This design comes from an exercise in tuning for small area on the open sky130 flow, not from production work. The RTL was checked by simulation tests, not by an equivalence proof against the original design. Power figures rest on the tool's default switching activity, not on a simulated workload. The clock port is modelled as an ideal driver; clocking choices that lean on that would not hold on a real chip.

**flow/constraint.sdc**
```tcl
create_clock -name core_clock -period 10.0 [get_ports {Clk}]
set_input_delay 2.0000 -clock core_clock [delete_from_list [all_inputs] [get_ports {Clk}]]
set_output_delay 2.0000 -clock core_clock [all_outputs]
set_load 0.01 [all_outputs]
```
**flow/design.v**
```verilog
module Hough(
	input wire			nReset,
	input wire			Clk,
	input wire 	[7:0]	PixelIn,
	input wire			FrameIn,
	input wire			LineIn,
	output reg	[7:0]	PixelOut,
	output reg			FrameOut,
	output reg			LineOut
);
	localparam N = 105;
	reg [6*N-1:0] line;
	always @(posedge Clk)
		line <= {line[6*N-7:0], PixelIn[7:2]};
	reg [5:0] Wm1;
	reg [7:0] Hm1;
	reg       Hdone;
	wire Hcount = LineIn && !FrameIn && !Hdone;
	always @(posedge Clk or negedge nReset) begin
		if (!nReset) begin
			Hm1   <= 8'd0;
			Hdone <= 1'b0;
		end else begin
			Hm1 <= Hm1 + {7'd0, Hcount};
			if (FrameIn && Hm1 != 8'd0) Hdone <= 1'b1;
		end
	end
	wire [4:0] a = Wm1[5:1];
	wire       b = Wm1[0];
	wire [24:1] sel;
	wire [5:0]  M1, M2;
	genvar g, k;
	generate
		for (g = 1; g <= 24; g = g + 1) begin : dec
			assign sel[g] = (a == g);
		end
		for (k = 0; k < 6; k = k + 1) begin : tap
			wire [24:1] d1, d2;
			for (g = 1; g <= 24; g = g + 1) begin : pos
				assign d1[g] = line[6*(100-2*g) + k];
				assign d2[g] = line[6*(98-4*g) + k];
			end
			Select24 s1 (.d(d1), .s(sel), .y(M1[k]));
			Select24 s2 (.d(d2), .s(sel), .y(M2[k]));
		end
	endgenerate
	reg  [5:0] Q1, P1, P2, Q2a, Q2b, S1, S2;
	wire [5:0] X1 = b ? M1 : Q1;	 
	wire [5:0] X2 = b ? M2 : Q2b;	 
	always @(posedge Clk) begin
		Q1  <= M1;
		P1  <= X1;
		P2  <= P1;	 
		Q2a <= M2;
		Q2b <= Q2a;
		S1  <= X2;	 
		S2  <= S1;	 
	end
	wire [5:0] p0 = line[6*104 +: 6];	 
	wire [5:0] p2 = line[6*102 +: 6];	 
	wire [5:0] dv;
	reg  [5:0] ve;
	reg  [4:0] vd;
	always @(posedge Clk) begin
		ve <= dv;
		vd <= ve[5:1];
	end
	wire [7:0] sum;
	EdgeSum es (.p0(p0), .p2(p2), .X1(X1), .P2(P2), .X2(X2), .S2(S2),
		.ve(ve), .vd(vd), .dv(dv), .sum(sum));
	reg       run;
	reg [5:0] co;
	reg [7:0] ro;
	reg       Lc;		 
	reg       Lr;		 
	reg       q;
	wire [5:0] co1 = co + 6'd1;
	wire [7:0] ro1 = ro + 8'd1;
	wire       E = (co1 == Wm1);	 
	wire       F = (ro1 == Hm1);	 
	wire start = !run && (ro == 8'd104);
	wire roinc = !run || Lc;
	wire roclr = run ? (Lc && Lr) : start;
	always @(posedge Clk or negedge nReset) begin
		if (!nReset) begin
			run <= 1'b0;
			ro  <= 8'd0;
		end else begin
			if (start) run <= 1'b1;
			ro <= roclr ? 8'd0 : ro + {7'd0, roinc};
		end
	end
	always @(posedge Clk) begin
		if (!run) begin
			co <= (LineIn || start) ? 6'd0 : co1;
			if (LineIn) Wm1 <= co;
			Lc <= 1'b0;
			Lr <= 1'b0;
		end else begin
			co <= Lc ? 6'd0 : co1;
			Lc <= !Lc && E;
			if (Lc) Lr <= !Lr && F;
		end
	end
	wire mask = Lc | E | Lr | F;
	always @(posedge Clk) begin
		q        <= (ro == {2'b0, co1});
		FrameOut <= (co == 6'd0) && (ro == 8'd0);
		LineOut  <= (co == 6'd0);
		PixelOut <= q ? 8'hFF : (mask ? 8'h00 : sum);
	end
endmodule
module Select24(
	input wire [24:1] d,
	input wire [24:1] s,
	output wire y
);
	wire [7:0] n;
	genvar g;
	generate
		for (g = 0; g < 8; g = g + 1) begin : grp
			AOI222 u (.d(d[3*g+3:3*g+1]), .s(s[3*g+3:3*g+1]), .y(n[g]));
		end
	endgenerate
	Nand8 o (.a(n), .y(y));
endmodule
module AOI222(input wire [2:0] d, input wire [2:0] s, output wire y);
	assign y = ~((d[0] & s[0]) | (d[1] & s[1]) | (d[2] & s[2]));
endmodule
module Nand8(input wire [7:0] a, output wire y);
	assign y = ~&a;
endmodule
module EdgeSum(
	input wire [5:0] p0, p2,	 
	input wire [5:0] X1, P2,	 
	input wire [5:0] X2, S2,	 
	input wire [5:0] ve,		 
	input wire [4:0] vd,		 
	output wire [5:0] dv,		 
	output wire [7:0] sum
);
	wire x0, s1, c2, x3, s4, c5, x6, s7, c8, x9, s10, c11, x12, s13, c14, x15, s16, c17, x18, x19, x20, x21, x22, x23, x24, s25, c26, x27, s28, c29, x30, s31, c32, x33, s34, c35, x36, s37, c38, x39, s40, c41, x42, x43, x44, x45, x46, x47, x48, s49, c50, x51, s52, c53, x54, s55, c56, x57, s58, c59, x60, s61, c62, x63, s64, c65, x66, x67, x68, x69, x70, x71, x72, s73, c74, x75, s76, c77, x78, s79, c80, x81, s82, c83, x84, s85, c86, x87, s88, c89, x90, x91, x92, x93, x94, x95, x96, s97, c98, s99, c100, s101, c102, s103, c104, s105, c106, x107, s108, c109, s110, c111, s112, c113, s114, c115, s116, c117, s118, c119, s120, c121, s122, c123, s124, c125, s126, c127, s128, c129, s130, c131, s132, c133, s134, c135, s136, c137, s138, c139, s140, c141, s142, c143, s144, c145, s146, c147, s148, c149, s150, c151, s152, c153, s154, c155, s156, c157, s158, c159, s160, c161, s162, c163, s164, c165;
	assign x0 = ~p2[0];
	HA ha1 (.a(p0[0]), .b(x0), .s(s1), .co(c2));
	assign x3 = ~p2[1];
	FA fa1 (.a(p0[1]), .b(x3), .c(c2), .s(s4), .co(c5));
	assign x6 = ~p2[2];
	FA fa2 (.a(p0[2]), .b(x6), .c(c5), .s(s7), .co(c8));
	assign x9 = ~p2[3];
	FA fa3 (.a(p0[3]), .b(x9), .c(c8), .s(s10), .co(c11));
	assign x12 = ~p2[4];
	FA fa4 (.a(p0[4]), .b(x12), .c(c11), .s(s13), .co(c14));
	assign x15 = ~p2[5];
	FA fa5 (.a(p0[5]), .b(x15), .c(c14), .s(s16), .co(c17));
	assign x18 = ~(s4 ^ c17);
	assign x19 = ~(s7 ^ c17);
	assign x20 = ~(s10 ^ c17);
	assign x21 = ~(s13 ^ c17);
	assign x22 = ~(s16 ^ c17);
	assign x23 = c17 & s1;
	assign x24 = ~X1[0];
	HA ha2 (.a(P2[0]), .b(x24), .s(s25), .co(c26));
	assign x27 = ~X1[1];
	FA fa6 (.a(P2[1]), .b(x27), .c(c26), .s(s28), .co(c29));
	assign x30 = ~X1[2];
	FA fa7 (.a(P2[2]), .b(x30), .c(c29), .s(s31), .co(c32));
	assign x33 = ~X1[3];
	FA fa8 (.a(P2[3]), .b(x33), .c(c32), .s(s34), .co(c35));
	assign x36 = ~X1[4];
	FA fa9 (.a(P2[4]), .b(x36), .c(c35), .s(s37), .co(c38));
	assign x39 = ~X1[5];
	FA fa10 (.a(P2[5]), .b(x39), .c(c38), .s(s40), .co(c41));
	assign x42 = ~(s25 ^ c41);
	assign x43 = ~(s28 ^ c41);
	assign x44 = ~(s31 ^ c41);
	assign x45 = ~(s34 ^ c41);
	assign x46 = ~(s37 ^ c41);
	assign x47 = ~(s40 ^ c41);
	assign x48 = ~X2[0];
	HA ha3 (.a(S2[0]), .b(x48), .s(s49), .co(c50));
	assign x51 = ~X2[1];
	FA fa11 (.a(S2[1]), .b(x51), .c(c50), .s(s52), .co(c53));
	assign x54 = ~X2[2];
	FA fa12 (.a(S2[2]), .b(x54), .c(c53), .s(s55), .co(c56));
	assign x57 = ~X2[3];
	FA fa13 (.a(S2[3]), .b(x57), .c(c56), .s(s58), .co(c59));
	assign x60 = ~X2[4];
	FA fa14 (.a(S2[4]), .b(x60), .c(c59), .s(s61), .co(c62));
	assign x63 = ~X2[5];
	FA fa15 (.a(S2[5]), .b(x63), .c(c62), .s(s64), .co(c65));
	assign x66 = ~(s52 ^ c65);
	assign x67 = ~(s55 ^ c65);
	assign x68 = ~(s58 ^ c65);
	assign x69 = ~(s61 ^ c65);
	assign x70 = ~(s64 ^ c65);
	assign x71 = c65 & s49;
	assign x72 = ~X2[0];
	HA ha4 (.a(p2[0]), .b(x72), .s(s73), .co(c74));
	assign x75 = ~X2[1];
	FA fa16 (.a(p2[1]), .b(x75), .c(c74), .s(s76), .co(c77));
	assign x78 = ~X2[2];
	FA fa17 (.a(p2[2]), .b(x78), .c(c77), .s(s79), .co(c80));
	assign x81 = ~X2[3];
	FA fa18 (.a(p2[3]), .b(x81), .c(c80), .s(s82), .co(c83));
	assign x84 = ~X2[4];
	FA fa19 (.a(p2[4]), .b(x84), .c(c83), .s(s85), .co(c86));
	assign x87 = ~X2[5];
	FA fa20 (.a(p2[5]), .b(x87), .c(c86), .s(s88), .co(c89));
	assign x90 = ~(s73 ^ c89);
	assign x91 = ~(s76 ^ c89);
	assign x92 = ~(s79 ^ c89);
	assign x93 = ~(s82 ^ c89);
	assign x94 = ~(s85 ^ c89);
	assign x95 = ~(s88 ^ c89);
	assign x96 = c89 & x90;
	HA ha5 (.a(c89), .b(x90), .s(s97), .co(c98));
	HA ha6 (.a(x91), .b(c98), .s(s99), .co(c100));
	HA ha7 (.a(x92), .b(c100), .s(s101), .co(c102));
	HA ha8 (.a(x93), .b(c102), .s(s103), .co(c104));
	HA ha9 (.a(x94), .b(c104), .s(s105), .co(c106));
	assign x107 = x95 ^ c106;
	FA fa21 (.a(vd[0]), .b(ve[0]), .c(x23), .s(s108), .co(c109));
	FA fa22 (.a(x18), .b(s108), .c(c41), .s(s110), .co(c111));
	FA fa23 (.a(x71), .b(x42), .c(x66), .s(s112), .co(c113));
	FA fa24 (.a(x91), .b(x96), .c(s110), .s(s114), .co(c115));
	HA ha10 (.a(s112), .b(s114), .s(s116), .co(c117));
	FA fa25 (.a(vd[1]), .b(ve[1]), .c(x19), .s(s118), .co(c119));
	FA fa26 (.a(c109), .b(s118), .c(x43), .s(s120), .co(c121));
	FA fa27 (.a(x67), .b(x92), .c(c111), .s(s122), .co(c123));
	FA fa28 (.a(c113), .b(s120), .c(c115), .s(s124), .co(c125));
	FA fa29 (.a(s122), .b(c117), .c(s124), .s(s126), .co(c127));
	FA fa30 (.a(vd[2]), .b(ve[2]), .c(x20), .s(s128), .co(c129));
	FA fa31 (.a(c119), .b(s128), .c(x44), .s(s130), .co(c131));
	FA fa32 (.a(x68), .b(x93), .c(c121), .s(s132), .co(c133));
	FA fa33 (.a(s130), .b(c123), .c(s132), .s(s134), .co(c135));
	FA fa34 (.a(c125), .b(s134), .c(c127), .s(s136), .co(c137));
	FA fa35 (.a(vd[3]), .b(ve[3]), .c(x21), .s(s138), .co(c139));
	FA fa36 (.a(c129), .b(s138), .c(x45), .s(s140), .co(c141));
	FA fa37 (.a(x69), .b(x94), .c(c131), .s(s142), .co(c143));
	FA fa38 (.a(s140), .b(c133), .c(s142), .s(s144), .co(c145));
	FA fa39 (.a(c135), .b(s144), .c(c137), .s(s146), .co(c147));
	FA fa40 (.a(vd[4]), .b(ve[4]), .c(x22), .s(s148), .co(c149));
	FA fa41 (.a(c139), .b(s148), .c(x46), .s(s150), .co(c151));
	FA fa42 (.a(x70), .b(x95), .c(c141), .s(s152), .co(c153));
	FA fa43 (.a(s150), .b(c143), .c(s152), .s(s154), .co(c155));
	FA fa44 (.a(c145), .b(s154), .c(c147), .s(s156), .co(c157));
	FA fa45 (.a(ve[5]), .b(c149), .c(x47), .s(s158), .co(c159));
	FA fa46 (.a(c151), .b(s158), .c(c153), .s(s160), .co(c161));
	FA fa47 (.a(c155), .b(s160), .c(c157), .s(s162), .co(c163));
	FA fa48 (.a(c159), .b(c161), .c(c163), .s(s164), .co(c165));
	assign dv = {x107, s105, s103, s101, s99, s97};
	assign sum = {c165, s164, s162, s156, s146, s136, s126, s116};
endmodule
module FA(input wire a, input wire b, input wire c, output wire s, output wire co);
	assign s = a ^ b ^ c;
	assign co = (a & b) | (a & c) | (b & c);
endmodule
module HA(input wire a, input wire b, output wire s, output wire co);
	assign s = a ^ b;
	assign co = a & b;
endmodule
```
**flow/standard.sh**
```bash
#!/bin/bash
# synth_recipe.tcl (not shown) runs the flow's synth.tcl, then flattens the netlist and writes it again
# the make line also repeats each setting of config.mk as NAME=value (left out here)
make -C /OpenROAD-flow-scripts/flow DESIGN_CONFIG=/design/flow/config.mk WORK_HOME=/design/flow/orfs CLKGATE_MAP_FILE= SYNTH_SCRIPT=/design/flow/synth_recipe.tcl "${@:-finish}"
```
**flow/config.mk**
```make
export PLATFORM = sky130hd
export DESIGN_NAME = Hough
export DESIGN_NICKNAME = Hough
export VERILOG_FILES = /design/flow/design.v
export SDC_FILE = /design/flow/constraint.sdc
export NUM_CORES = 8
export LEC_CHECK = 0
export CAP_MARGIN = 20
export CORE_MARGIN = 2
export CORE_UTILIZATION = 55
export CTS_BUF_LIST = sky130_fd_sc_hd__clkbuf_16
export CTS_CLUSTER_DIAMETER = 100
export CTS_CLUSTER_SIZE = 30
export SLEW_MARGIN = 20
export SYNTH_HIERARCHICAL = 1
```
**flow/flow/run.sh**
```bash
#!/bin/bash
# Own layout flow: the standard flow (standard.sh) with a clock tree
# built without dummy loads, small port buffers, and timing-driven
# placement that does not keep its trial buffering.

set -euo pipefail
export CTS_ARGS="-sink_clustering_enable -repair_clock_nets -dont_use_dummy_load -sink_clustering_size 34 -sink_clustering_max_diameter 100 -buf_list sky130_fd_sc_hd__clkbuf_16"
export GPL_KEEP_OVERFLOW=0
export BUFFER_PORTS_ARGS="-buffer_cell sky130_fd_sc_hd__buf_1"
bash standard.sh > standard.log 2>&1
```
==> results of run 1 <==
-- per-module statistics from Yosys, one instance, submodules excluded, excerpt --
module   cells inside  times used  cell area, um^2  flip-flops and latches
Hough             931           1            16100                     726
EdgeSum            62           1              434                       0
HA                  1          10             12.5                       0
AOI222              1          96             10.0                       0
FA                  1          48             20.0                       0
Nand8               3          12             18.8                       0
-- sequential cells by signal, summed over array words and instances (netlist names), 8 cells and up --
signal / cells
Hm1: 8
PixelOut: 8
line: 630
ro: 8
-- critical path: cells and delay by family (launching register included) --
family	cells	cell delay, ns
adders and majority gates	15	6.25
and+or+nand+nor	5	1.73
DFF	1	0.53
AOI/OAI and AO/OA	2	0.39
muxes	1	0.18
buffers and inverters	1	0.04
-- synth_stat cells, types with 2 or more instances --
library cell	count
a21o_1	2
a222oi_1	96
a31oi_1	2
and2_1	3
and3_1	2
and4_1	3
buf_2	4
buf_4	15
buf_6	4
clkbuf_1	2
clkbuf_2	3
dfrtp_1	18
dfxtp_1	702
edfxtp_1	6
fa_1	48
ha_1	19
inv_1	25
mux2_2	12
nand2_1	17
nand2b_1	6
nand3_1	10
nand3b_1	3
nand4_1	26
nor2_1	43
nor2b_1	3
nor3_1	2
nor4_1	7
o21bai_1	8
o31a_1	2
or2_1	12
or2_2	2
or3b_2	2
xnor2_1	41
xor2_1	14
-- layout make-up --
cell class              instances  area (um^2)  share of cell area, %
inverters                      25         93.8                  0.468
repair buffers                 27          185                  0.923
clock buffers                  25          626                   3.12
multi-input cells             403         3900                   19.5
flip-flops and latches        726        14700                   73.2
well taps                     448          561                   2.80
-- logic make-up after synthesis --
| kind of cell | share of synthesized area [%] |
|---|---|
| DFF | 78.0 |
| muxes | 0.718 |
| buffers and inverters | 1.58 |
| adders and majority gates | 6.36 |
| xor gates and xnor gates | 3.02 |
| and+or+nand+nor | 4.23 |
| AOI/OAI and AO/OA | 6.11 |
-- routing by layer --
metal,routed length (um),up-vias,track usage (%)
met5,0,-,0
met4,752,0,5.05
met3,1540,46,1.84
met2,14400,199,29.2
met1,14500,4214,25.2
li1,-,4141,-
-- report_power, final --
part	switching [uW]	internal, uW
clock network	771	454
logic	149	124
registers	39.5	3000
total	959	3580
-- per-stage QoR --
step / util [%] / power (uW) / area (um^2) / hold WS [ns]
finish: 59.7 / 4540 / 20100 / 0.267
global placement: 57.3 / 3380 / 19300 / 0.310
CTS: 59.6 / 4590 / 20100 / 0.274
global route: 59.7 / 4740 / 20100 / 0.270
floorplan: - / 3370 / 18800 / 0.310
detailed placement: 57.8 / 3390 / 19400 / 0.312
-- worst min path at each step --
stage                       from           endpoint  slack, ns
6_report        line[97]$_DFF_P_  line[103]$_DFF_P_       0.27
5_1_grt        line[284]$_DFF_P_  line[290]$_DFF_P_       0.27
4_1_cts        line[284]$_DFF_P_  line[290]$_DFF_P_       0.27
3_5_place_dp   line[251]$_DFF_P_  line[257]$_DFF_P_       0.31
3_3_place_gp   line[429]$_DFF_P_  line[435]$_DFF_P_       0.31
2_1_floorplan      P1[0]$_DFF_P_      P2[0]$_DFF_P_       0.31
==> run summary, run 1 <==
# TYPE chip_impl_metric gauge
chip_impl_info{name="tritoncts_clock_tree",value="done"} 1
chip_impl_info{name="critical_path.cell_chain",value="or3b_2 > nor2_2 > a222oi_1 > nand4_1 > or2_1 > mux2_2 > inv_1 > ha_1 > fa_1 > fa_1 > fa_1 > fa_1 > fa_1 > fa_1 > fa_1 > fa_1 > fa_1 > fa_1 > fa_1 > fa_1 > fa_1 > fa_1 > nand2_1 > o21bai_1"} 1
chip_impl_metric{name="final-hold-violation-count",unit=""} 0
chip_impl_metric{name="slew_viol_final",unit=""} 0
chip_impl_info{name="run_status",value="timing/DRC/antenna clean"} 1
chip_impl_metric{name="dp.cells",unit=""} 1629
chip_impl_metric{name="drt-pass1-iter-count",unit=""} 6
chip_impl_metric{name="final.setup.worst_slack",unit="ns"} 0.823
chip_impl_metric{name="slew_headroom",unit="%"} 31.2
chip_impl_metric{name="post_cts_resized",unit=""} 0
chip_impl_info{name="synth_top_flop_cell",value="dfxtp_1"} 1
chip_impl_metric{name="max_freq",unit="MHz"} 109
chip_impl_metric{name="r2r_cells",unit=""} 24
chip_impl_metric{name="yosys.cell_types.count",unit=""} 53
chip_impl_metric{name="critical_path.max_fanout",unit=""} 12
chip_impl_metric{name="register_bit_total_from_synthesis",unit=""} 726
chip_impl_info{name="crit_end",value="PixelOut[6]$_SDFF_PP1_"} 1
chip_impl_metric{name="postCtsSetupBuffers",unit=""} 0
chip_impl_metric{name="post-route-period-util",unit="%"} 91.8
chip_impl_metric{name="initial_antenna_violation_count",unit=""} 1
chip_impl_metric{name="clockBufferDepth",unit=""} 3
chip_impl_metric{name="required",unit="ns"} 10.50
chip_impl_metric{name="placement_rows",unit=""} 67
chip_impl_info{name="yosys-top-cells-area",value="dfxtp_1, a222oi_1, fa_1"} 1
chip_impl_info{name="grt_setup_unrepaired",value="no"} 1
chip_impl_metric{name="worst_margin_pin_slew",unit="ns"} 1.03
chip_impl_info{name="r2r_start",value="Wm1[3]$_DFFE_PP_"} 1
chip_impl_metric{name="final-instance-count-excl-fill",unit=""} 1654
chip_impl_metric{name="antenna_cells_inserted",unit=""} 0
chip_impl_info{name="synth_largest_area_cell",value="dfxtp_1"} 1
chip_impl_metric{name="powerDensity",unit="mW/mm^2"} 226
chip_impl_metric{name="timing.clock.skew",unit="ns"} 0.0600
chip_impl_info{name="mostFrequentLayoutCell",value="dfxtp_1"} 1
chip_impl_metric{name="syn_nets",unit=""} 1262
chip_impl_metric{name="final_period_minus_worst_setup_slack",unit="ns"} 9.18
chip_impl_metric{name="io_pins",unit=""} 22
chip_impl_metric{name="postSynth.asyncResetShare",unit="%"} 2.48
chip_impl_metric{name="grt_pass1_wl",unit="um"} 49000
chip_impl_metric{name="yosysWarnings",unit=""} 7
chip_impl_metric{name="syn-cell-area",unit="mm^2"} 0.0188
chip_impl_metric{name="global_route_usage_sum",unit="%"} 17.8
chip_impl_metric{name="yosysSeqAreaShare",unit="%"} 78.0
chip_impl_metric{name="cp_slowest_stage_delay",unit="ns"} 0.75
chip_impl_metric{name="cts-htree-levels",unit=""} 1
chip_impl_metric{name="routedWlPerCell",unit="um"} 18.8
chip_impl_info{name="critical-path-slowest-cell",value="nor2_2"} 1
chip_impl_metric{name="synthesis.instances",unit=""} 1183
chip_impl_info{name="cp-start-kind",value="flop"} 1
chip_impl_metric{name="leakage",unit="uW"} 0.00789
chip_impl_metric{name="syn_to_final_growth",unit="%"} 6.48
chip_impl_metric{name="dr_iter_0_viols",unit=""} 777
chip_impl_metric{name="first_global_vias",unit=""} 8617
chip_impl_info{name="timing.critical_path.from",value="Wm1[3]$_DFFE_PP_"} 1
chip_impl_metric{name="arrival",unit="ns"} 9.67
chip_impl_info{name="clock-root-buffer",value="clkbuf_16"} 1
chip_impl_metric{name="dieHeight",unit="um"} 189
chip_impl_info{name="timing_worst_setup_path_type",value="reg -> reg"} 1
chip_impl_metric{name="finalSetupViolCount",unit=""} 0
chip_impl_metric{name="gpl.final_weighted_congestion",unit=""} 0.753
chip_impl_info{name="endpoint_kind",value="flop"} 1
chip_impl_metric{name="floorplan.initialDensity",unit="%"} 56.0
chip_impl_metric{name="via_per_inst",unit=""} 5.20
chip_impl_metric{name="overflow",unit=""} 0
chip_impl_metric{name="min_delay_path_depth",unit=""} 0
chip_impl_metric{name="path_clk_slew",unit="ns"} 0.12
chip_impl_info{name="most_frequent_cells_in_the_layout",value="dfxtp_1, a222oi_1, fa_1"} 1
chip_impl_metric{name="syn_avg_cell_area",unit="um^2"} 15.9
chip_impl_metric{name="grt_max_degree",unit=""} 35
chip_impl_metric{name="dp_worst_setup_slack",unit="ns"} 0.867
chip_impl_metric{name="layout.filler_cells",unit=""} 2636
chip_impl_metric{name="synth_edf_count",unit=""} 6
chip_impl_metric{name="total_via_count_after_detailed_routing",unit=""} 8600
chip_impl_metric{name="die_area",unit="mm^2"} 0.0357
chip_impl_metric{name="cts_inserted_buffers",unit=""} 25
chip_impl_metric{name="fp.dieW",unit="um"} 189
chip_impl_metric{name="quantity_of_i_o_buffers_inserted_on_ports",unit=""} 19
chip_impl_metric{name="finalNetCount",unit=""} 1287
chip_impl_metric{name="synthDominantCellAreaShare",unit="%"} 74.6
chip_impl_metric{name="totalNegativeSetupSlack",unit="ns"} 0
chip_impl_metric{name="ant_nets",unit=""} 0
chip_impl_metric{name="insertion_delay_to_the_later_sink_of_the_worst_skew_pair",unit="ns"} 0.58
chip_impl_metric{name="vdd.ir_drop.worst",unit="V"} 0.000143
chip_impl_metric{name="maxCapViolCount",unit=""} 0
chip_impl_metric{name="dp_hpwl",unit="um"} 21000
chip_impl_metric{name="drc_errors",unit=""} 0
chip_impl_metric{name="detail_route.wirelength",unit="um"} 31200
chip_impl_metric{name="share_of_layout_cells_above_drive_strength_1",unit="%"} 6.63
chip_impl_info{name="hold_path_class",value="reg -> reg"} 1
chip_impl_info{name="cpMostUsedCell",value="fa_1"} 1
chip_impl_metric{name="r2r_setup_slk",unit="ns"} 0.82
chip_impl_metric{name="tritoncts_num_sinks",unit=""} 726
chip_impl_metric{name="core_region_area",unit="mm^2"} 0.0336
chip_impl_info{name="regToRegEndpoint",value="PixelOut[6]$_SDFF_PP1_"} 1
chip_impl_metric{name="postCtsHoldBufs",unit=""} 0
==> run 2, diff against run 1 <==
--- a/flow/config.mk
+++ b/flow/config.mk
@@ -8,8 +8,5 @@
 export CAP_MARGIN = 20
 export CORE_MARGIN = 2
-export CORE_UTILIZATION = 55
-export CTS_BUF_LIST = sky130_fd_sc_hd__clkbuf_16
-export CTS_CLUSTER_DIAMETER = 100
-export CTS_CLUSTER_SIZE = 30
+export CORE_UTILIZATION = 45
 export SLEW_MARGIN = 20
 export SYNTH_HIERARCHICAL = 1
==> run summary, run 2 <==
# TYPE chip_impl_metric gauge
chip_impl_info{name="run_status",value="timing/DRC/antenna clean"} 1
chip_impl_info{name="hold_path_class",value="reg -> reg"} 1
chip_impl_metric{name="clockBufferDepth",unit=""} 3
chip_impl_metric{name="grt_pass1_wl",unit="um"} 47700
chip_impl_metric{name="syn_nets",unit=""} 1262
chip_impl_metric{name="dieHeight",unit="um"} 209
chip_impl_metric{name="clockPowerShare",unit="%"} 27.0
chip_impl_metric{name="arrival",unit="ns"} 9.91
chip_impl_metric{name="dp_hpwl",unit="um"} 19900
chip_impl_metric{name="synth_fa_ha_area_share",unit="%"} 6.36
chip_impl_metric{name="placement_rows",unit=""} 74
chip_impl_metric{name="slew_viol_final",unit=""} 0
chip_impl_metric{name="syn-cell-area",unit="mm^2"} 0.0188
chip_impl_metric{name="cts-htree-levels",unit=""} 1
chip_impl_metric{name="antenna_cells_inserted",unit=""} 0
chip_impl_metric{name="io_pins",unit=""} 22
chip_impl_metric{name="yosysWarnings",unit=""} 7
chip_impl_metric{name="routedWlPerCell",unit="um"} 17.2
chip_impl_metric{name="totalNegativeSetupSlack",unit="ns"} 0
chip_impl_metric{name="synth_xor_xnor_area_share",unit="%"} 3.02
chip_impl_metric{name="synth_compound_area_share",unit="%"} 6.11
chip_impl_metric{name="syn_to_final_growth",unit="%"} 6.42
chip_impl_metric{name="synth_simple_gate_area_share",unit="%"} 4.23
chip_impl_info{name="clock-root-buffer",value="clkbuf_16"} 1
chip_impl_info{name="grt_setup_unrepaired",value="no"} 1
chip_impl_metric{name="tritoncts_num_sinks",unit=""} 726
chip_impl_metric{name="post-route-period-util",unit="%"} 93.9
chip_impl_metric{name="ant_nets",unit=""} 0
chip_impl_metric{name="share_of_layout_cells_above_drive_strength_1",unit="%"} 5.58
chip_impl_metric{name="insertion_delay_to_the_later_sink_of_the_worst_skew_pair",unit="ns"} 0.58
chip_impl_metric{name="path_clk_slew",unit="ns"} 0.12
chip_impl_metric{name="slew_headroom",unit="%"} 16.5
chip_impl_metric{name="final-hold-violation-count",unit=""} 0
chip_impl_metric{name="power_switching",unit="uW"} 957
chip_impl_metric{name="postCtsSetupBuffers",unit=""} 0
chip_impl_info{name="cpMostUsedCell",value="fa_1"} 1
chip_impl_info{name="synth_largest_area_cell",value="dfxtp_1"} 1
chip_impl_metric{name="area_of_the_multi_input_gates",unit="mm^2"} 0.00389
chip_impl_metric{name="vdd.ir_drop.worst",unit="V"} 0.000160
chip_impl_info{name="yosysMostFrequentCell",value="dfxtp_1"} 1
chip_impl_metric{name="grt_max_degree",unit=""} 35
chip_impl_metric{name="gpl.final_weighted_congestion",unit=""} 0.799
chip_impl_metric{name="seq_power_share",unit="%"} 67.0
chip_impl_info{name="timing_worst_setup_path_type",value="reg -> reg"} 1
chip_impl_metric{name="final-instance-count-excl-fill",unit=""} 1732
chip_impl_metric{name="yosysSeqAreaShare",unit="%"} 78.0
chip_impl_metric{name="finalSetupViolCount",unit=""} 0
chip_impl_metric{name="cp_slowest_stage_delay",unit="ns"} 0.96
chip_impl_metric{name="powerDensity",unit="mW/mm^2"} 226
chip_impl_metric{name="register_bit_total_from_synthesis",unit=""} 726
chip_impl_metric{name="layout.filler_cells",unit=""} 3580
chip_impl_info{name="mostFrequentLayoutCell",value="dfxtp_1"} 1
chip_impl_metric{name="die_area",unit="mm^2"} 0.0435
chip_impl_info{name="critical-path-top-delay-family",value="adder cells"} 1
chip_impl_metric{name="leakage",unit="uW"} 0.00785
chip_impl_metric{name="number_of_flip_flops_in_the_largest_register",unit=""} 630
chip_impl_metric{name="r2r_setup_slk",unit="ns"} 0.61
chip_impl_metric{name="initial_antenna_violation_count",unit=""} 0
chip_impl_metric{name="post_cts_resized",unit=""} 0
chip_impl_info{name="tritoncts_clock_tree",value="done"} 1
chip_impl_info{name="registers.top_by_ff_count",value="line"} 1
chip_impl_metric{name="path_buf_inv",unit=""} 1
chip_impl_metric{name="worst_margin_pin_slew",unit="ns"} 1.25
chip_impl_metric{name="cell_internal_power",unit="uW"} 3580
chip_impl_info{name="critical_path.cell_chain",value="or3b_2 > nor2_1 > a222oi_1 > nand4_1 > or2_1 > mux2_2 > inv_1 > ha_1 > fa_1 > fa_1 > fa_1 > fa_1 > fa_1 > fa_1 > fa_1 > fa_1 > fa_1 > fa_1 > fa_1 > fa_1 > fa_1 > fa_1 > nand2_1 > o21bai_1"} 1
chip_impl_metric{name="drt-pass1-iter-count",unit=""} 6
chip_impl_metric{name="floorplan.initialDensity",unit="%"} 45.8
chip_impl_info{name="critical-path-slowest-cell",value="nor2_1"} 1
chip_impl_metric{name="core_region_area",unit="mm^2"} 0.0411
chip_impl_info{name="ys_top_cells_by_count",value="dfxtp_1, a222oi_1, fa_1"} 1
chip_impl_metric{name="first_global_vias",unit=""} 8508
chip_impl_metric{name="seqCellArea",unit="mm^2"} 0.0147
chip_impl_metric{name="timing.clock.skew",unit="ns"} 0.0354
chip_impl_metric{name="syn_avg_cell_area",unit="um^2"} 15.9
chip_impl_metric{name="fp.dieW",unit="um"} 209
chip_impl_metric{name="final_period_minus_worst_setup_slack",unit="ns"} 9.39
chip_impl_info{name="yosys-top-cells-area",value="dfxtp_1, a222oi_1, fa_1"} 1
chip_impl_info{name="endpoint_kind",value="flop"} 1
chip_impl_metric{name="detail_route.wirelength",unit="um"} 29900
chip_impl_info{name="most_frequent_cells_in_the_layout",value="dfxtp_1, a222oi_1, fa_1"} 1
chip_impl_metric{name="required",unit="ns"} 10.52
chip_impl_metric{name="postCtsHoldBufs",unit=""} 0
chip_impl_metric{name="global_route_usage_sum",unit="%"} 14.0
chip_impl_metric{name="dp.cells",unit=""} 1706
chip_impl_metric{name="max_freq",unit="MHz"} 106
chip_impl_info{name="synth_top_family_by_area",value="adder cells"} 1
chip_impl_metric{name="total_via_count_after_detailed_routing",unit=""} 8562
chip_impl_metric{name="cts_inserted_buffers",unit=""} 25
chip_impl_info{name="cp-start-kind",value="flop"} 1
chip_impl_metric{name="maxCapViolCount",unit=""} 0
chip_impl_metric{name="synth_edf_count",unit=""} 6
chip_impl_metric{name="synthesis.instances",unit=""} 1183
chip_impl_metric{name="synth.mux.area_fraction",unit="%"} 0.718
chip_impl_info{name="synth_top_flop_cell",value="dfxtp_1"} 1
chip_impl_metric{name="critical_path.max_fanout",unit=""} 12
chip_impl_metric{name="drc_errors",unit=""} 0
chip_impl_metric{name="overflow",unit=""} 0
chip_impl_metric{name="quantity_of_i_o_buffers_inserted_on_ports",unit=""} 19
chip_impl_metric{name="part_of_the_power_in_combinational_logic",unit="%"} 5.9
chip_impl_metric{name="synthDominantCellAreaShare",unit="%"} 74.6
chip_impl_metric{name="switching_share",unit="%"} 21.1
chip_impl_metric{name="via_per_inst",unit=""} 4.94
chip_impl_metric{name="dr_iter_0_viols",unit=""} 820
chip_impl_metric{name="postSynth.asyncResetShare",unit="%"} 2.48
chip_impl_metric{name="yosys.cell_types.count",unit=""} 53
chip_impl_metric{name="finalNetCount",unit=""} 1281
[run 2: cell counts after synthesis]
Identical to the previous run, type by type.
[run 2: area by class of cell]
type	instances	share of cell area (%)
well taps	532	3.32
flip-flops and latches	726	73.3
clock buffers	25	3.12
repair buffers	21	0.437
multi-input cells	403	19.4
inverters	25	0.468
[run 2: power groups by stage]
| stage | Clock, uW | Combinational (uW) | Sequential (uW) |
|---|---|---|---|
| finish | 1230 | 268 | 3040 |
| CTS | 1280 | 277 | 3040 |
| global placement | 0 | 264 | 3100 |
| detailed placement | 0 | 277 | 3110 |
| floorplan | 0 | 272 | 3100 |
| global route | 1380 | 314 | 3050 |
[run 2: path summary, 6_finish.rpt]
kind | from | to | depth (start not counted)
setup reg to reg | Wm1[3]$_DFFE_PP_ | PixelOut[6]$_SDFF_PP1_ | 24
hold reg to reg | S1[3]$_DFF_P_ | S2[3]$_DFF_P_ | 0
min in group asynchronous | nReset | ro[4]$_DFF_PN0_ | 1
max in group asynchronous | nReset | run$_DFFE_PN0P_ | 1
hold / removal | S1[3]$_DFF_P_ | S2[3]$_DFF_P_ | 0
setup / recovery | Wm1[3]$_DFFE_PP_ | PixelOut[6]$_SDFF_PP1_ | 24
[run 2: kinds of logic after synthesis]
family | Yosys count
compound gates | 117
xor+xnor | 59
mux | 12
flops | 726
fa+ha+maj | 67
simple gates | 148
buf+inv | 54
[run 2: layer usage]
metal  vias up  track usage (%)  part of all wire [%]
li1       4133                -                     -
met1      4246             20.5                    50
met2       152             22.1                    44
met3        31             1.88                   4.3
met4         0             3.45                   1.6
met5         -                0                     0
[run 2: per-module statistics from Yosys, one instance, submodules excluded, a selection]
module | area (um^2) | times used | flip-flops and latches
HA | 12.5 | 10 | 0
AOI222 | 10.0 | 96 | 0
EdgeSum | 434 | 1 | 0
Nand8 | 18.8 | 12 | 0
Hough | 16100 | 1 | 726
FA | 20.0 | 48 | 0
[run 2: per-stage QoR]
step | cell area, um^2 | util (%) | setup WS, ns | hold WS, ns | total power (uW)
6_report | 20000 | 48.8 | 0.609 | 0.314 | 4530
4_1_cts | 20000 | 48.7 | 0.589 | 0.309 | 4600
3_5_place_dp | 19400 | 47.2 | 0.683 | 0.312 | 3380
2_1_floorplan | 18800 | - | 1.94 | 0.310 | 3370
5_1_grt | 20000 | 48.8 | 0.227 | 0.313 | 4750
3_3_place_gp | 19400 | 47.1 | 0.687 | 0.310 | 3370
==> run 3, diff against run 2 <==
==> flow/flow/run.sh (replaced) <==
#!/bin/bash
# Own layout flow: the standard flow (standard.sh) with a clock tree
# built without dummy loads, small port buffers, and timing-driven
# placement that does not keep its trial buffering.

set -euo pipefail
export CTS_ARGS="-sink_clustering_enable -repair_clock_nets -dont_use_dummy_load -sink_clustering_size 32 -sink_clustering_max_diameter 100 -buf_list sky130_fd_sc_hd__clkbuf_16"
export GPL_KEEP_OVERFLOW=0
export BUFFER_PORTS_ARGS="-buffer_cell sky130_fd_sc_hd__buf_1"
bash standard.sh > standard.log 2>&1
==> run summary, run 3 <==
# TYPE chip_impl_metric gauge
chip_impl_info{name="run_status",value="timing/DRC/antenna clean"} 1
chip_impl_info{name="synth_top_flop_cell",value="dfxtp_1"} 1
chip_impl_info{name="critical-path-top-delay-family",value="adder cells"} 1
chip_impl_metric{name="quantity_of_i_o_buffers_inserted_on_ports",unit=""} 19
chip_impl_metric{name="syn_to_final_growth",unit="%"} 6.56
chip_impl_info{name="yosysMostFrequentCell",value="dfxtp_1"} 1
chip_impl_metric{name="tritoncts_num_sinks",unit=""} 726
chip_impl_metric{name="post-route-period-util",unit="%"} 93.8
chip_impl_metric{name="clockBufferDepth",unit=""} 3
chip_impl_metric{name="total_via_count_after_detailed_routing",unit=""} 8528
chip_impl_metric{name="totalNegativeSetupSlack",unit="ns"} 0
chip_impl_metric{name="drc_errors",unit=""} 0
chip_impl_metric{name="ant_nets",unit=""} 0
chip_impl_metric{name="grt_pass1_wl",unit="um"} 47700
chip_impl_metric{name="globalRouteMet2Util",unit="%"} 22.3
chip_impl_metric{name="die_area",unit="mm^2"} 0.0435
chip_impl_metric{name="gpl.final_weighted_congestion",unit=""} 0.799
chip_impl_info{name="synth_largest_area_cell",value="dfxtp_1"} 1
chip_impl_metric{name="synthDominantCellAreaShare",unit="%"} 74.6
chip_impl_metric{name="detail_route.wirelength",unit="um"} 29900
chip_impl_metric{name="finalSetupViolCount",unit=""} 0
chip_impl_info{name="critical-path-slowest-cell",value="nor2_1"} 1
chip_impl_metric{name="clockPowerShare",unit="%"} 27.3
chip_impl_metric{name="yosysSeqAreaShare",unit="%"} 78.0
chip_impl_metric{name="post_cts_resized",unit=""} 0
chip_impl_metric{name="syn-cell-area",unit="mm^2"} 0.0188
chip_impl_metric{name="core_region_area",unit="mm^2"} 0.0411
chip_impl_info{name="hold_path_class",value="reg -> reg"} 1
chip_impl_metric{name="cts_inserted_buffers",unit=""} 26
chip_impl_metric{name="cp_slowest_stage_delay",unit="ns"} 0.95
chip_impl_info{name="yosys-top-cells-area",value="dfxtp_1, a222oi_1, fa_1"} 1
chip_impl_metric{name="postSynth.asyncResetShare",unit="%"} 2.48
chip_impl_info{name="ys_top_cells_by_count",value="dfxtp_1, a222oi_1, fa_1"} 1
chip_impl_metric{name="synthesis.instances",unit=""} 1183
chip_impl_metric{name="cell_internal_power",unit="uW"} 3590
chip_impl_metric{name="final_period_minus_worst_setup_slack",unit="ns"} 9.38
chip_impl_metric{name="dp_hpwl",unit="um"} 19900
chip_impl_info{name="grt-busiest-layer",value="met2"} 1
chip_impl_metric{name="seq_power_share",unit="%"} 66.8
chip_impl_metric{name="slew_headroom",unit="%"} 17.0
chip_impl_metric{name="yosysWarnings",unit=""} 7
chip_impl_metric{name="arrival",unit="ns"} 9.89
chip_impl_metric{name="overflow",unit=""} 0
chip_impl_metric{name="first_global_vias",unit=""} 8580
chip_impl_metric{name="critical_path.max_fanout",unit=""} 12
chip_impl_info{name="tritoncts_clock_tree",value="done"} 1
chip_impl_metric{name="postCtsHoldBufs",unit=""} 0
chip_impl_metric{name="power_switching",unit="uW"} 960
chip_impl_info{name="mostFrequentLayoutCell",value="dfxtp_1"} 1
chip_impl_metric{name="dr_iter_0_viols",unit=""} 755
chip_impl_metric{name="powerDensity",unit="mW/mm^2"} 227
chip_impl_info{name="registers.top_by_ff_count",value="line"} 1
chip_impl_metric{name="final-hold-violation-count",unit=""} 0
chip_impl_metric{name="syn_avg_cell_area",unit="um^2"} 15.9
chip_impl_metric{name="fraction_of_met3_tracks_used_by_global_routing",unit="%"} 1.68
chip_impl_metric{name="leakage",unit="uW"} 0.00786
chip_impl_metric{name="max_freq",unit="MHz"} 107
chip_impl_metric{name="io_pins",unit=""} 22
chip_impl_metric{name="slew_viol_final",unit=""} 0
chip_impl_metric{name="placement_rows",unit=""} 74
chip_impl_metric{name="layout.filler_cells",unit=""} 3578
chip_impl_info{name="grt_setup_unrepaired",value="no"} 1
chip_impl_metric{name="finalNetCount",unit=""} 1282
chip_impl_metric{name="syn_nets",unit=""} 1262
chip_impl_metric{name="grt_max_degree",unit=""} 33
chip_impl_metric{name="number_of_flip_flops_in_the_largest_register",unit=""} 630
chip_impl_metric{name="vdd.ir_drop.worst",unit="V"} 0.000178
chip_impl_metric{name="maxCapViolCount",unit=""} 0
chip_impl_info{name="clock-root-buffer",value="clkbuf_16"} 1
chip_impl_metric{name="drt-pass1-iter-count",unit=""} 7
chip_impl_metric{name="part_of_the_power_in_combinational_logic",unit="%"} 5.9
chip_impl_metric{name="globalRouteMet1Util",unit="%"} 20.1
chip_impl_metric{name="path_buf_inv",unit=""} 1
chip_impl_metric{name="timing.clock.skew",unit="ns"} 0.0251
chip_impl_metric{name="postCtsSetupBuffers",unit=""} 0
chip_impl_metric{name="initial_antenna_violation_count",unit=""} 0
chip_impl_info{name="cp-start-kind",value="flop"} 1
chip_impl_info{name="most_frequent_cells_in_the_layout",value="dfxtp_1, a222oi_1, fa_1"} 1
chip_impl_metric{name="path_clk_slew",unit="ns"} 0.12
chip_impl_metric{name="share_of_layout_cells_above_drive_strength_1",unit="%"} 5.66
chip_impl_metric{name="yosys.cell_types.count",unit=""} 53
chip_impl_metric{name="global_route_usage_sum",unit="%"} 14.0
chip_impl_metric{name="hold_ws",unit="ns"} 0.309
chip_impl_info{name="cpMostUsedCell",value="fa_1"} 1
chip_impl_info{name="timing_worst_setup_path_type",value="reg -> reg"} 1
chip_impl_metric{name="fp.dieW",unit="um"} 209
chip_impl_metric{name="synth_edf_count",unit=""} 6
chip_impl_metric{name="dieHeight",unit="um"} 209
chip_impl_metric{name="routedWlPerCell",unit="um"} 17.3
chip_impl_metric{name="antenna_cells_inserted",unit=""} 0
chip_impl_info{name="endpoint_kind",value="flop"} 1
chip_impl_metric{name="via_per_inst",unit=""} 4.92
chip_impl_metric{name="required",unit="ns"} 10.51
chip_impl_metric{name="insertion_delay_to_the_later_sink_of_the_worst_skew_pair",unit="ns"} 0.58
chip_impl_metric{name="register_bit_total_from_synthesis",unit=""} 726
chip_impl_metric{name="floorplan.initialDensity",unit="%"} 45.8
chip_impl_info{name="critical_path.cell_chain",value="or3b_2 > nor2_1 > a222oi_1 > nand4_1 > or2_1 > mux2_2 > inv_1 > ha_1 > fa_1 > fa_1 > fa_1 > fa_1 > fa_1 > fa_1 > fa_1 > fa_1 > fa_1 > fa_1 > fa_1 > fa_1 > fa_1 > fa_1 > nand2_1 > o21bai_1"} 1
chip_impl_metric{name="switching_share",unit="%"} 21.1
chip_impl_metric{name="cts-htree-levels",unit=""} 1
chip_impl_metric{name="worst_margin_pin_slew",unit="ns"} 1.24
==> run 3: cell types whose count changed in the layout (fill, tap and decap cells not counted), sizes merged <==
cell / previous run / this run
clkbuf: 26 / 27
==> run 3: metal layers <==
| metal | vias up | part of all wire, % |
|---|---|---|
| met2 | 182 | 44 |
| met4 | 0 | 2.0 |
| met5 | - | 0 |
| li1 | 4130 | - |
| met3 | 38 | 4.6 |
| met1 | 4178 | 49 |
==> run 3: through the flow <==
step,instance area [um^2],worst slack (ns),total power (uW),utilization (%),instances
floorplan,18800,1.94,3370,-,1183
global placement,19400,0.687,3370,47.1,1705
detailed placement,19400,0.683,3380,47.2,1706
CTS,20000,0.608,4620,48.8,1732
global route,20100,0.246,4760,48.8,1733
finish,20100,0.623,4550,48.8,1733
==> run 3: modules after synthesis, one instance, submodules excluded, a selection <==
module,flops+latches,area (um^2),times used
FA,0,20.0,48
HA,0,12.5,10
AOI222,0,10.0,96
Hough,726,16100,1
EdgeSum,0,434,1
Nand8,0,18.8,12
==> run 3: kinds of logic after synthesis <==
family / Yosys count / synth area share, %
AOI/OAI and AO/OA: 117 / 6.11
xor gates and xnor gates: 59 / 3.02
adders and majority gates: 67 / 6.36
buffers and inverters: 54 / 1.58
DFF: 726 / 78.0
muxes: 12 / 0.718
and+or+nand+nor: 148 / 4.23
==> run 3: final cells by class <==
class	instances	area, um^2	area share (%)
Timing Repair Buffer	21	87.6	0.436
Multi-Input combinational cell	403	3890	19.4
Inverter	25	93.8	0.468
Tap cell	532	666	3.32
Clock buffer	26	651	3.24
Sequential cell	726	14700	73.2
==> run 3: worst paths after layout <==
kind                                   start                     end  slack [ns]  cells past startpoint
setup / recovery            Wm1[5]$_DFFE_PP_  PixelOut[6]$_SDFF_PP1_        0.62                     24
hold / removal             line[176]$_DFF_P_       line[182]$_DFF_P_        0.31                      0
setup reg to reg            Wm1[5]$_DFFE_PP_  PixelOut[6]$_SDFF_PP1_        0.62                     24
hold reg to reg            line[176]$_DFF_P_       line[182]$_DFF_P_        0.31                      0
max in group asynchronous             nReset         run$_DFFE_PN0P_        8.35                      1
min in group asynchronous             nReset        Hm1[3]$_DFF_PN0_        1.34                      1
==> run 3: power groups by stage <==
stage / sequential (uW) / combinational, uW / clock [uW]
2_1_floorplan: 3100 / 272 / 0
3_3_place_gp: 3100 / 264 / 0
3_5_place_dp: 3110 / 277 / 0
4_1_cts: 3040 / 277 / 1300
5_1_grt: 3050 / 314 / 1390
6_report: 3040 / 268 / 1240
==> run 4, diff against run 3 <==
--- a/flow/config.mk
+++ b/flow/config.mk
@@ -8,5 +8,8 @@
 export CAP_MARGIN = 20
 export CORE_MARGIN = 2
-export CORE_UTILIZATION = 45
+export CORE_UTILIZATION = 30
+export CTS_BUF_LIST = sky130_fd_sc_hd__clkbuf_16
+export CTS_CLUSTER_DIAMETER = 100
+export CTS_CLUSTER_SIZE = 30
 export SLEW_MARGIN = 20
 export SYNTH_HIERARCHICAL = 1
==> run summary, run 4 <==
# TYPE chip_impl_metric gauge
chip_impl_info{name="run_status",value="timing/DRC/antenna clean"} 1
chip_impl_info{name="tritoncts_clock_tree",value="done"} 1
chip_impl_metric{name="vdd.ir_drop.worst",unit="V"} 0.000119
chip_impl_metric{name="fp.dieW",unit="um"} 255
chip_impl_info{name="most_frequent_cells_in_the_layout",value="dfxtp_1, a222oi_1, fa_1"} 1
chip_impl_info{name="cpMostUsedCell",value="fa_1"} 1
chip_impl_metric{name="overflow",unit=""} 0
chip_impl_metric{name="floorplan.initialDensity",unit="%"} 30.4
chip_impl_metric{name="global_route_usage_sum",unit="%"} 9.35
chip_impl_info{name="grt_setup_unrepaired",value="no"} 1
chip_impl_info{name="synth_top_flop_cell",value="dfxtp_1"} 1
chip_impl_metric{name="post-route-period-util",unit="%"} 91.7
chip_impl_info{name="cp-start-kind",value="flop"} 1
chip_impl_metric{name="seqCellArea",unit="mm^2"} 0.0147
chip_impl_metric{name="grt_pass1_wl",unit="um"} 48100
chip_impl_info{name="registers.top_by_ff_count",value="line"} 1
chip_impl_metric{name="share_of_layout_cells_above_drive_strength_1",unit="%"} 5.39
chip_impl_metric{name="antenna_cells_inserted",unit=""} 0
chip_impl_info{name="r2r_start",value="Wm1[5]$_DFFE_PP_"} 1
chip_impl_metric{name="r2r_setup_slk",unit="ns"} 0.83
chip_impl_metric{name="synthDominantCellAreaShare",unit="%"} 74.6
chip_impl_metric{name="first_global_vias",unit=""} 8665
chip_impl_metric{name="slew_viol_final",unit=""} 0
chip_impl_info{name="yosys-top-cells-area",value="dfxtp_1, a222oi_1, fa_1"} 1
chip_impl_metric{name="postCtsSetupBuffers",unit=""} 0
chip_impl_metric{name="arrival",unit="ns"} 9.69
chip_impl_metric{name="postSynth.asyncResetShare",unit="%"} 2.48
chip_impl_metric{name="timing.clock.skew",unit="ns"} 0.0397
chip_impl_metric{name="syn_nets",unit=""} 1262
chip_impl_metric{name="cts-htree-levels",unit=""} 1
chip_impl_info{name="critical_path.cell_chain",value="or3b_2 > nor2_1 > a222oi_1 > nand4_1 > or2_1 > mux2_2 > inv_1 > ha_1 > fa_1 > fa_1 > fa_1 > fa_1 > fa_1 > xnor2_1 > fa_1 > fa_1 > fa_1 > fa_1 > fa_1 > fa_1 > fa_1 > fa_1 > nand2_1 > o21bai_1"} 1
chip_impl_metric{name="max_freq",unit="MHz"} 109
chip_impl_metric{name="core_region_area",unit="mm^2"} 0.0619
chip_impl_metric{name="post_cts_resized",unit=""} 0
chip_impl_info{name="hold_path_class",value="reg -> reg"} 1
chip_impl_info{name="timing_worst_setup_path_type",value="reg -> reg"} 1
chip_impl_metric{name="yosysSeqAreaShare",unit="%"} 78.0
chip_impl_info{name="mostFrequentLayoutCell",value="dfxtp_1"} 1
chip_impl_metric{name="number_of_flip_flops_in_the_largest_register",unit=""} 630
chip_impl_metric{name="drc_errors",unit=""} 0
chip_impl_metric{name="maxCapViolCount",unit=""} 0
chip_impl_metric{name="quantity_of_i_o_buffers_inserted_on_ports",unit=""} 19
chip_impl_metric{name="required",unit="ns"} 10.52
chip_impl_metric{name="final-hold-violation-count",unit=""} 0
chip_impl_metric{name="cts_inserted_buffers",unit=""} 27
chip_impl_metric{name="initial_antenna_violation_count",unit=""} 0
chip_impl_metric{name="synthesis.instances",unit=""} 1183
chip_impl_metric{name="finalNetCount",unit=""} 1287
chip_impl_metric{name="syn_to_final_growth",unit="%"} 8.84
chip_impl_metric{name="finalSetupViolCount",unit=""} 0
chip_impl_metric{name="yosysWarnings",unit=""} 7
chip_impl_info{name="synth_largest_area_cell",value="dfxtp_1"} 1
chip_impl_metric{name="clockBufferDepth",unit=""} 3
chip_impl_info{name="regToRegEndpoint",value="PixelOut[6]$_SDFF_PP1_"} 1
chip_impl_metric{name="postCtsHoldBufs",unit=""} 0
chip_impl_metric{name="insertion_delay_to_the_later_sink_of_the_worst_skew_pair",unit="ns"} 0.59
chip_impl_metric{name="path_clk_slew",unit="ns"} 0.12
chip_impl_info{name="critical-path-slowest-cell",value="nor2_1"} 1
chip_impl_metric{name="final_period_minus_worst_setup_slack",unit="ns"} 9.17
chip_impl_metric{name="worst_margin_pin_slew",unit="ns"} 1.21
chip_impl_info{name="crit_end",value="PixelOut[6]$_SDFF_PP1_"} 1
chip_impl_metric{name="tritoncts_num_sinks",unit=""} 726
chip_impl_metric{name="io_pins",unit=""} 22
chip_impl_info{name="timing.critical_path.from",value="Wm1[5]$_DFFE_PP_"} 1
chip_impl_metric{name="postLayoutCoreUtil",unit="%"} 33.1
chip_impl_metric{name="detail_route.wirelength",unit="um"} 30300
chip_impl_metric{name="cp_slowest_stage_delay",unit="ns"} 0.93
chip_impl_metric{name="register_bit_total_from_synthesis",unit=""} 726
chip_impl_metric{name="ant_nets",unit=""} 0
chip_impl_metric{name="grt_max_degree",unit=""} 33
chip_impl_info{name="ys_top_cells_by_count",value="dfxtp_1, a222oi_1, fa_1"} 1
chip_impl_metric{name="drt-pass1-iter-count",unit=""} 6
chip_impl_metric{name="routedWlPerCell",unit="um"} 14.8
chip_impl_info{name="endpoint_kind",value="flop"} 1
chip_impl_metric{name="r2r_cells",unit=""} 24
chip_impl_metric{name="dp_hpwl",unit="um"} 20600
chip_impl_metric{name="die_area",unit="mm^2"} 0.0648
chip_impl_metric{name="powerDensity",unit="mW/mm^2"} 223
chip_impl_metric{name="yosys.cell_types.count",unit=""} 53
chip_impl_metric{name="placement_rows",unit=""} 91
chip_impl_metric{name="synth_edf_count",unit=""} 6
chip_impl_metric{name="syn-cell-area",unit="mm^2"} 0.0188
chip_impl_metric{name="gpl.final_weighted_congestion",unit=""} 0.791
chip_impl_metric{name="leakage",unit="uW"} 0.00789
chip_impl_metric{name="totalNegativeSetupSlack",unit="ns"} 0
chip_impl_metric{name="dieHeight",unit="um"} 255
chip_impl_metric{name="via_per_inst",unit=""} 4.21
chip_impl_metric{name="total_via_count_after_detailed_routing",unit=""} 8609
chip_impl_metric{name="dr_iter_0_viols",unit=""} 685
chip_impl_metric{name="critical_path.max_fanout",unit=""} 12
chip_impl_metric{name="layout.filler_cells",unit=""} 6063
chip_impl_info{name="clock-root-buffer",value="clkbuf_16"} 1
chip_impl_metric{name="area_of_the_multi_input_gates",unit="mm^2"} 0.00387
chip_impl_metric{name="syn_avg_cell_area",unit="um^2"} 15.9
chip_impl_metric{name="slew_headroom",unit="%"} 19.3
chip_impl_info{name="yosysMostFrequentCell",value="dfxtp_1"} 1
## run 4: through the flow
| step | total power [uW] | cells | instance area (um^2) | hold WS (ns) | worst slack (ns) |
|---|---|---|---|---|---|
| after global routing | 4780 | 2043 | 20500 | 0.287 | 0.498 |
| after detailed placement | 3380 | 2013 | 19800 | 0.312 | 0.678 |
| after CTS | 4640 | 2040 | 20500 | 0.286 | 0.651 |
| after global placement | 3370 | 2010 | 19700 | 0.310 | 0.658 |
| final | 4580 | 2043 | 20500 | 0.281 | 0.829 |
| after floorplan | 3370 | 1183 | 18800 | 0.310 | 1.94 |
## run 4: per-layer routing
metal / up-vias / global-route usage, % / part of all wire, %
li1: 4137 / - / -
met1: 4256 / 13.3 / 49
met2: 169 / 14.8 / 44
met3: 47 / 1.79 / 5.4
met4: 0 / 2.01 / 2.1
met5: - / 0 / 0
## run 4: critical path: cells and delay by family, from the launching register on
| family | cells | cell delay (ns) |
|---|---|---|
| AOI/OAI and AO/OA | 2 | 0.35 |
| xor gates and xnor gates | 1 | 0.25 |
| adders and majority gates | 14 | 5.73 |
| buffers and inverters | 1 | 0.06 |
| DFF | 1 | 0.54 |
| muxes | 1 | 0.18 |
| and+or+nand+nor | 5 | 1.99 |
## run 4: kinds of logic (layout without fill, tap and decap cells)
family | after synthesis | in the layout | synth area share [%]
muxes | 12 | 12 | 0.718
adders and majority gates | 67 | 67 | 6.36
DFF | 726 | 726 | 78.0
buffers and inverters | 54 | 77 | 1.58
xor gates and xnor gates | 59 | 59 | 3.02
AOI/OAI and AO/OA | 117 | 117 | 6.11
and+or+nand+nor | 148 | 148 | 4.23
## run 4: Yosys stat by module, one instance, submodules excluded, excerpt
module	flops+latches	area (um^2)
AOI222	0	10.0
EdgeSum	0	434
FA	0	20.0
HA	0	12.5
Hough	726	16100
Nand8	0	18.8
## run 4: where the power goes
| group | internal [uW] | switching, uW | leakage (uW) | total, uW |
|---|---|---|---|---|
| logic | 122 | 143 | 0.00149 | 264 |
| registers | 3000 | 40.4 | 0.00607 | 3040 |
| clock network | 487 | 783 | 0.000333 | 1270 |
## run 4: how the worst min path moves through the flow
| stage | slack [ns] | start | end | cells past startpoint |
|---|---|---|---|---|
| floorplan | 0.31 | P1[0]$_DFF_P_ | P2[0]$_DFF_P_ | 0 |
| global placement | 0.31 | P1[3]$_DFF_P_ | P2[3]$_DFF_P_ | 0 |
| detailed placement | 0.31 | P1[3]$_DFF_P_ | P2[3]$_DFF_P_ | 0 |
| CTS | 0.29 | line[1]$_DFF_P_ | line[7]$_DFF_P_ | 0 |
| global route | 0.29 | line[1]$_DFF_P_ | line[7]$_DFF_P_ | 0 |
| finish | 0.28 | line[1]$_DFF_P_ | line[7]$_DFF_P_ | 0 |
## run 4: layout make-up
class | instances | share of cell area, %
Sequential cell | 726 | 71.6
Multi-Input combinational cell | 403 | 18.9
Tap cell | 837 | 5.11
Clock buffer | 27 | 3.30
Timing Repair Buffer | 25 | 0.623
Inverter | 25 | 0.458
==> run 5, diff against run 4 <==
==> flow/flow/run.sh (replaced) <==
#!/bin/bash
# Own layout flow: the standard flow (standard.sh) with a clock tree
# built without dummy loads, small port buffers, and timing-driven
# placement that does not keep its trial buffering.

set -euo pipefail
export CTS_ARGS="-sink_clustering_enable -repair_clock_nets -dont_use_dummy_load -sink_clustering_size 30 -sink_clustering_max_diameter 100 -buf_list sky130_fd_sc_hd__clkbuf_16"
export GPL_KEEP_OVERFLOW=0
export BUFFER_PORTS_ARGS="-buffer_cell sky130_fd_sc_hd__buf_1"
bash standard.sh > standard.log 2>&1
==> run summary, run 5 <==
# TYPE chip_impl_metric gauge
chip_impl_info{name="run_status",value="timing/DRC/antenna clean"} 1
chip_impl_metric{name="vdd.ir_drop.worst",unit="V"} 0.000143
chip_impl_metric{name="die_area",unit="mm^2"} 0.0648
chip_impl_metric{name="min_delay_path_depth",unit=""} 0
chip_impl_info{name="synth_largest_area_cell",value="dfxtp_1"} 1
chip_impl_metric{name="register_bit_total_from_synthesis",unit=""} 726
chip_impl_info{name="yosys-top-cells-area",value="dfxtp_1, a222oi_1, fa_1"} 1
chip_impl_metric{name="final_period_minus_worst_setup_slack",unit="ns"} 9.18
chip_impl_info{name="clock-root-buffer",value="clkbuf_16"} 1
chip_impl_metric{name="r2r_setup_slk",unit="ns"} 0.82
chip_impl_info{name="registers.top_by_ff_count",value="line"} 1
chip_impl_info{name="cp-start-kind",value="flop"} 1
chip_impl_metric{name="grt_pass1_wl",unit="um"} 48200
chip_impl_metric{name="max_freq",unit="MHz"} 109
chip_impl_metric{name="core_region_area",unit="mm^2"} 0.0619
chip_impl_metric{name="first_global_vias",unit=""} 8704
chip_impl_metric{name="detail_route.wirelength",unit="um"} 30200
chip_impl_metric{name="quantity_of_i_o_buffers_inserted_on_ports",unit=""} 19
chip_impl_metric{name="global_route_usage_sum",unit="%"} 9.39
chip_impl_metric{name="finalNetCount",unit=""} 1288
chip_impl_metric{name="timing.clock.skew",unit="ns"} 0.0461
chip_impl_metric{name="yosys.cell_types.count",unit=""} 53
chip_impl_metric{name="floorplan.initialDensity",unit="%"} 30.4
chip_impl_metric{name="via_per_inst",unit=""} 4.19
chip_impl_metric{name="final.setup.worst_slack",unit="ns"} 0.823
chip_impl_metric{name="synthesis.instances",unit=""} 1183
chip_impl_metric{name="syn-cell-area",unit="mm^2"} 0.0188
chip_impl_metric{name="syn_avg_cell_area",unit="um^2"} 15.9
chip_impl_metric{name="dieHeight",unit="um"} 255
chip_impl_metric{name="required",unit="ns"} 10.51
chip_impl_info{name="grt_setup_unrepaired",value="no"} 1
chip_impl_metric{name="share_of_layout_cells_above_drive_strength_1",unit="%"} 5.47
chip_impl_metric{name="postLayoutCoreUtil",unit="%"} 33.1
chip_impl_info{name="tritoncts_clock_tree",value="done"} 1
chip_impl_metric{name="dp_worst_setup_slack",unit="ns"} 0.678
chip_impl_metric{name="path_clk_slew",unit="ns"} 0.11
chip_impl_info{name="endpoint_kind",value="flop"} 1
chip_impl_info{name="ys_top_cells_by_count",value="dfxtp_1, a222oi_1, fa_1"} 1
chip_impl_metric{name="clockBufferDepth",unit=""} 3
chip_impl_metric{name="post-route-period-util",unit="%"} 91.8
chip_impl_info{name="yosysMostFrequentCell",value="dfxtp_1"} 1
chip_impl_metric{name="initial_antenna_violation_count",unit=""} 0
chip_impl_metric{name="maxCapViolCount",unit=""} 0
chip_impl_metric{name="cts_inserted_buffers",unit=""} 28
chip_impl_info{name="hold_start",value="line[274]$_DFF_P_"} 1
chip_impl_info{name="timing_worst_setup_path_type",value="reg -> reg"} 1
chip_impl_metric{name="final-hold-violation-count",unit=""} 0
chip_impl_metric{name="postSynth.asyncResetShare",unit="%"} 2.48
chip_impl_metric{name="dp_hpwl",unit="um"} 20600
[run 5: cell counts after synthesis]
Identical to the previous run, type by type.
[run 5: final timing paths]
path | to
hold / removal | line[280]$_DFF_P_
max in group asynchronous | Hdone$_DFFE_PN0P_
min in group asynchronous | ro[2]$_DFF_PN0_
hold reg to reg | line[280]$_DFF_P_
setup / recovery | PixelOut[6]$_SDFF_PP1_
setup reg to reg | PixelOut[6]$_SDFF_PP1_
[run 5: critical path, cell delays in order, from the launching register on]
cell and delay (ns):
edfxtp_1 0.54, or3b_2 0.55, nor2_1 0.93, a222oi_1 0.21, nand4_1 0.25, or2_1 0.20, mux2_2 0.18, inv_1 0.06
ha_1 0.18, fa_1 0.38, fa_1 0.41, fa_1 0.41, fa_1 0.40, fa_1 0.57, xnor2_1 0.25, fa_1 0.46
fa_1 0.45, fa_1 0.40, fa_1 0.40, fa_1 0.39, fa_1 0.39, fa_1 0.39, fa_1 0.49, nand2_1 0.05
o21bai_1 0.14
[run 5: kinds of logic after synthesis]
family,share of synthesized area (%)
AOI/OAI and AO/OA,6.11
xor gates and xnor gates,3.02
adders and majority gates,6.36
buffers and inverters,1.58
DFF,78.0
muxes,0.718
and+or+nand+nor,4.23
[run 5: per-module statistics from Yosys, one instance, submodules excluded, excerpt]
| module | cell area, um^2 | flops+latches |
|---|---|---|
| Hough | 16100 | 726 |
| EdgeSum | 434 | 0 |
| FA | 20.0 | 0 |
| Nand8 | 18.8 | 0 |
| HA | 12.5 | 0 |
| AOI222 | 10.0 | 0 |
[run 5: stage by stage]
stage	power, uW	area (um^2)	cells
detailed placement	3380	19800	2013
CTS	4660	20500	2041
global placement	3370	19700	2010
floorplan	3370	18800	1183
global route	4800	20500	2044
finish	4590	20500	2045
[run 5: routing by layer]
layer  global-route usage, %  up-vias  wire (um)
li1                        -     4138          -
met1                    13.5     4212      14800
met2                    14.8      177      13200
met3                    1.61       43       1590
met4                    2.17        0        673
met5                       0        -          0
[run 5: area by class of cell]
type	instances	area [um^2]	area share (%)
Sequential cell	726	14700	71.5
Multi-Input combinational cell	403	3870	18.8
Tap cell	837	1050	5.10
Clock buffer	28	701	3.41
Timing Repair Buffer	25	128	0.622
Inverter	25	93.8	0.457
Antenna cell	1	2.50	0.0122
[run 5: power breakdown]
part	switching, uW	internal [uW]
registers	40.3	3000
logic	143	121
clock network	785	504
total	968	3620

[port drivers added, routing unchanged]
The results above use ideal ports. As a check the final layouts listed here were re-extracted and re-timed, cells and wires unchanged. Step 1 assumes that a clkbuf_16 drives the clock port and a buf_2 every other input. Step 2 times the ports against the registers' clock, not the clock port: input delays grow and output delays shrink by t, the midpoint of the rising clock arrivals with the driver on. Three values: ideal ports, drivers, drivers and shift; two values: the first two.
| run | t (ns) | slack for setup (ns) | pins driven straight from the clock port |
|---|---|---|---|
| run 1 | 0.607 | 0.823 / 0.823 / 0.823 | 1 |
| run 2 | 0.619 | 0.609 / 0.609 / 0.609 | 1 |
| run 3 | 0.622 | 0.623 / 0.623 / 0.623 | 1 |
| run 4 | 0.614 | 0.829 / 0.829 / 0.829 | 1 |
| run 5 | 0.615 | 0.823 / 0.823 / 0.823 | 1 |
After both steps setup and hold are still met in every run listed.
